Context: an optimization exercise on an open-source flow, tuned for small area, a short achievable clock period and few clock cycles per item. The choices shown serve that exercise and are no tape-out recipe. In this exercise RTL edits were held to simulation tests only and were not proved equivalent to the original. Power is estimated from default activity; no workload was simulated.

== build 26 ==
==> flow/design.v <==
`timescale 1ns / 1ps
module fifo(
  input  logic        clk_i,
  input  logic        resetn_i,
  input  logic        push_i,
  input  logic [3:0]  data_i,
  input  logic        pop_i,
  output logic [3:0]  head_o,
  output logic [15:0] hsel_o,
  output logic        hvalid_o
);
  logic [3:0]  next [15:0];
  logic [3:0]  head, tail, head_next, head_new;
  logic [15:0] hsel;
  logic        hvalid;
  logic        more;
  assign head_o   = head;
  assign hsel_o   = hsel;
  assign hvalid_o = hvalid;
  assign more     = hvalid && ( head != tail );
  always @( posedge clk_i )
    for( int k = 0; k < 16; k++ )
      if( push_i && tail == k[3:0] )
        next[k] <= data_i;
  always @( posedge clk_i )
    if( push_i )
      tail <= data_i;
  always_comb
    begin
      head_next = '0;
      for( int k = 0; k < 16; k++ )
        head_next = head_next | ( next[k] & {4{hsel[k]}} );
    end
  assign head_new = more ? head_next : data_i;
  always @( posedge clk_i )
    if( !resetn_i )
      hvalid <= 1'b0;
    else
      hvalid <= pop_i ? ( more || push_i ) : ( hvalid || push_i );
  always @( posedge clk_i )
    if( pop_i || !hvalid )
      begin
        head <= head_new;
        for( int k = 0; k < 16; k++ )
          hsel[k] <= ( head_new == k[3:0] );
      end
endmodule
`timescale 1ns / 1ps
module memory #(
  parameter DATA_WIDTH = 8
)(
  input  logic                  clk_i,
  input  logic                  resetn_i,
  input  logic [3:0]            waddr_i,
  input  logic                  wr_i,
  input  logic [DATA_WIDTH-1:0] data_i,
  input  logic [3:0]            caddr_i,    
  input  logic                  clr_i,
  input  logic [15:0]           rsel_i,     
  output logic [DATA_WIDTH-1:0] data_o,
  output logic                  valid_o
);
  logic [15:0]           valid;
  logic [15:0]           wsel;
  logic [DATA_WIDTH-1:0] mem [15:0];
  always_comb
    for( int k = 0; k < 16; k++ )
      wsel[k] = wr_i && ( waddr_i == k[3:0] );
  always @( posedge clk_i )
    for( int k = 0; k < 16; k++ )
      if( wsel[k] )
        mem[k] <= data_i;
  always @( posedge clk_i )
    if( !resetn_i )
      valid <= '0;
    else
      for( int k = 0; k < 16; k++ )
        if( wsel[k] )
          valid[k] <= 1'b1;
        else if( clr_i && caddr_i == k[3:0] )
          valid[k] <= 1'b0;
  always_comb
    begin
      data_o  = '0;
      valid_o = 1'b0;
      for( int k = 0; k < 16; k++ )
        begin
          data_o  = data_o  | ( mem[k] & {DATA_WIDTH{rsel_i[k] && valid[k]}} );
          valid_o = valid_o | ( valid[k] & rsel_i[k] );
        end
    end
endmodule
`timescale 1ns / 1ps
module reorder_buffer #(
  parameter DATA_WIDTH = 32
)(
  input  logic                    clk,
  input  logic                    rst_n,
  input  logic            [3:0]   s_arid_i,
  input  logic                    s_arvalid_i,
  output logic                    s_arready_o,
  output logic [DATA_WIDTH-1:0]   s_rdata_o,
  output logic            [3:0]   s_rid_o,
  output logic                    s_rvalid_o,
  input  logic                    s_rready_i,
  output logic            [3:0]   m_arid_o,
  output logic                    m_arvalid_o,
  input  logic                    m_arready_i,
  input  logic [DATA_WIDTH-1:0]   m_rdata_i,
  input  logic            [3:0]   m_rid_i,
  input  logic                    m_rvalid_i,
  output logic                    m_rready_o
);
  logic                  ar_hand_shake;
  logic [3:0]            head_id;
  logic                  head_valid;
  logic [15:0]           head_sel;
  logic [DATA_WIDTH-1:0] stored_data;
  logic                  stored;
  logic                  arrives;
  logic                  load;
  logic                  free;
  logic                  out_valid;
  logic [3:0]            out_id;
  logic [DATA_WIDTH-1:0] out_data;
  assign m_arid_o      = s_arid_i;
  assign m_arvalid_o   = s_arvalid_i;
  assign s_arready_o   = m_arready_i;
  assign ar_hand_shake = s_arvalid_i && m_arready_i;
  assign m_rready_o    = 1'b1;
  fifo FIFO(
    .clk_i    ( clk ),
    .resetn_i ( rst_n ),
    .push_i   ( ar_hand_shake ),
    .data_i   ( s_arid_i ),
    .pop_i    ( load ),
    .head_o   ( head_id ),
    .hsel_o   ( head_sel ),
    .hvalid_o ( head_valid )
  );
  memory #(
    .DATA_WIDTH ( DATA_WIDTH )
  ) MEM (
    .clk_i    ( clk ),
    .resetn_i ( rst_n ),
    .waddr_i  ( m_rid_i ),
    .wr_i     ( m_rvalid_i ),
    .data_i   ( m_rdata_i ),
    .caddr_i  ( s_arid_i ),
    .clr_i    ( ar_hand_shake ),
    .rsel_i   ( head_sel ),
    .data_o   ( stored_data ),
    .valid_o  ( stored )
  );
  assign arrives = m_rvalid_i && ( m_rid_i == head_id );
  assign load    = head_valid && free && ( stored || arrives );
  always @( posedge clk )
    if( !rst_n )
      out_valid <= 1'b0;
    else if( load )
      out_valid <= 1'b1;
    else if( s_rready_i )
      out_valid <= 1'b0;
  assign free = !out_valid || s_rready_i;
  always @( posedge clk )
    if( free )
      begin
        out_id   <= head_id;
        out_data <= stored_data | ( m_rdata_i & {DATA_WIDTH{arrives}} );
      end
  assign s_rvalid_o = out_valid;
  assign s_rid_o    = out_id;
  assign s_rdata_o  = out_data;
endmodule
clock: 4.7 ns
lec_check: 0
cap_margin: 20
core_margin: 2
core_utilization: 40
cts_cluster_diameter: 80
cts_cluster_size: 25
setup_slack_margin: 2.55
slew_margin: 20
standard.sh (not shown) runs the stock make flow with config.mk's settings and CLKGATE_MAP_FILE= SYNTH_SCRIPT=/design/flow/synth_recipe.tcl, a recipe that flattens the netlist after the stock synthesis.
==> flow/flow/run.sh <==
#!/bin/bash
# The standard layout, with the port buffers that buffer_ports inserts made
# plain sky130_fd_sc_hd__buf_2 cells instead of the delay cells it picks by
# default. The make output goes to standard.log in the work folder; each
# ORFS step keeps its own log under orfs/logs as usual.
set -euo pipefail
export BUFFER_PORTS_ARGS="-buffer_cell sky130_fd_sc_hd__buf_2"
bash standard.sh > standard.log 2>&1
Testbench counts of build 26, summed over its fixed seeds: cycles 15,082, items 8,192.
[inputs] build 74 vs build 26
- swapping 80 for 70 in CTS_CLUSTER_DIAMETER
- swapping 2.55 for 2.5 in SETUP_SLACK_MARGIN
- swapping 25 for 30 in CTS_CLUSTER_SIZE
[summary]
- Build 26 → build 74: weighted congestion at the end of routability-driven global placement climbed about 1.8%; reported clock group power +about 17%; ratio of final minimum period to clock period went down by 0.49 points; hold slack decreased by 24 ps relative to the old numbers.
- Going from build 26 to build 74, HPWL after detailed placement grew by a few percent.
- Area enclosed by the die boundary came out exactly the same in build 26 and build 74.
- Diff build 26 -> build 74 | routed wire length | down slightly
- The number of filler instances in the final layout on build 26 is in line with that on build 74.
- Summary: with build 26 as the reference, detailed route wirelength on metal3 in build 74 moved up by a few percent.
- Build 74 ended up with a higher total power than build 26 did.
- Run comparison: build 74 termination of the worst setup path MEM.mem[12][11]; build 26 termination of the worst setup path s_rdata_o[22]
- Row register-to-register slack: build 74 lower / build 26 higher
### build 74 -> build 1
- swapping 30 for 25 in CTS_CLUSTER_SIZE
- swapping 70 for 80 in CTS_CLUSTER_DIAMETER
==> flow/flow/run.sh <==
#!/bin/bash
# The standard layout, with the port buffers that buffer_ports inserts made
# plain sky130_fd_sc_hd__buf_2 cells instead of the delay cells it picks by
# default, and gates off the critical paths downsized after global
# route. The make output goes to standard.log in the work folder; each
# ORFS step keeps its own log under orfs/logs as usual.
set -euo pipefail
export BUFFER_PORTS_ARGS="-buffer_cell sky130_fd_sc_hd__buf_2"
# after the timing repair at global route, downsize gates off the critical paths
export RECOVER_POWER=100
bash standard.sh > standard.log 2>&1
--- outcome ---
[flow] build 1 | stages: complete | final checks: fail | reason: capacitance limit, slew limit
Diff build 74..build 1 | final hold violation count | unchanged
Measured against each other, build 74 and build 1 differ in net switching share of the total power, the higher figure coming from build 74.
Changes observed in build 1 relative to build 74: aggregate routed wire length down about 2%, worst endpoint required time has increased.
Build 1 ends up with a total stage count of the critical path that is 1 higher than in build 74.
Compared with build 74, build 1 shows internal power that has gone down by a few percent.
Number of filler instances in the final layout delta for build 1 relative to build 74: 143 higher
Power: build 1 draws less than build 74
diff inputs: build 1 => build 69
==> flow/flow/run.sh <==
#!/bin/bash
# The standard layout, with the port buffers that buffer_ports inserts made
# plain sky130_fd_sc_hd__buf_4 cells instead of the delay cells it picks by
# default. The make output goes to standard.log in the work folder; each
# ORFS step keeps its own log under orfs/logs as usual.
set -euo pipefail
export BUFFER_PORTS_ARGS="-buffer_cell sky130_fd_sc_hd__buf_4"
bash standard.sh > standard.log 2>&1
### Flow results
Compared with build 1, build 69 shows synthesis-to-layout area growth higher by 3.4 points. Diff build 1 -> build 69: fraction of power consumed by combinational cells moved up, leakage power figure moved up, relative contribution of sequential cells to total power moved down. Among build 1 and build 69, a clean, completed layout was produced by build 69 alone.


== lane 1 ==
Starts from the design.v that is shown in full above.
Settings: LEC_CHECK=0, CAP_MARGIN=20, CORE_MARGIN=2, CORE_UTILIZATION=40, CTS_CLUSTER_DIAMETER=80, CTS_CLUSTER_SIZE=25, SETUP_SLACK_MARGIN=2.5, SLEW_MARGIN=20; clock period 4.7 ns.
==> flow/flow/run.sh <==
#!/bin/bash
# The standard layout, with the port buffers that buffer_ports inserts made
# plain sky130_fd_sc_hd__buf_2 cells instead of the delay cells it picks by
# default. The make output goes to standard.log in the work folder; each
# ORFS step keeps its own log under orfs/logs as usual.
set -euo pipefail
export BUFFER_PORTS_ARGS="-buffer_cell sky130_fd_sc_hd__buf_2"
bash standard.sh > standard.log 2>&1
Lane 1 was carried through to the last stage, and its layout satisfied the timing, DRC and antenna checks.
Testbench counts of lane 1, summed over its fixed seeds: cycles 15,082, items 8,192.
### lane 1 -> lane 2
Settings: CTS_CLUSTER_SIZE: 25 -> 30; SETUP_SLACK_MARGIN: 2.5 -> 2.65; CTS_CLUSTER_DIAMETER: 80 -> 100.
==> flow/run.sh (new file) <==
#!/bin/bash
# synth_recipe.tcl (not shown) runs the flow's synth.tcl, then flattens the netlist and writes it again
# the make line also repeats each setting of config.mk as NAME=value (left out here)
make -C /OpenROAD-flow-scripts/flow DESIGN_CONFIG=/design/flow/config.mk WORK_HOME=/design/flow/orfs CLKGATE_MAP_FILE= SYNTH_SCRIPT=/design/flow/synth_recipe.tcl finish
removed: flow/flow/run.sh
removed: flow/standard.sh
==> run notes <==
Lane 1 and lane 2 all finish clean. Cmp lane 1 and lane 2 / clock network latency to the later pin of the worst-skew pair / lower: lane 2. Number of setup violations in the final report: lane 2 vs lane 1 identical. Sort lane 1 and lane 2 by non-clock buffer count, ascending, and lane 1 comes first.

re-timing with driven ports:
No port has a modelled driver above. Below, the same layouts with a new extraction and two added sets of constraints. Step 1 assumes that a clkbuf_16 drives the clock port and a buf_2 every other input. Step 2 moves the port delays by t, midway between the first and last clock arrival at a register: inputs arrive t later, outputs are due t later. That takes back most of the time a late clock gives input paths. Three values: no drivers, after step 1, after step 2; two values: the first two.
run	t (ns)	setup slack, ns	hold WS [ns]	worst setup path at the end
build 26	0.683	2.424 / 2.362 / 1.786	0.523 / 0.523 / 0.523	input to register
build 74	0.631	2.447 / 2.460 / 1.852	0.499 / 0.499 / 0.499	input to register
build 1	0.698	1.490 / 1.490 / 0.938	0.490 / 0.490 / 0.490	input to register
build 69	0.682	2.255 / 2.293 / 1.610	0.505 / 0.505 / 0.505	input to register
lane 1	0.700	2.495 / 2.459 / 1.856	0.491 / 0.491 / 0.491	input to register
lane 2	0.669	2.401 / 2.401 / 2.026	0.509 / 0.509 / 0.509	input to register
For build 69, which loses most, drivers alone change the setup slack by +0.038 ns; drivers and shift together by -0.645 ns.
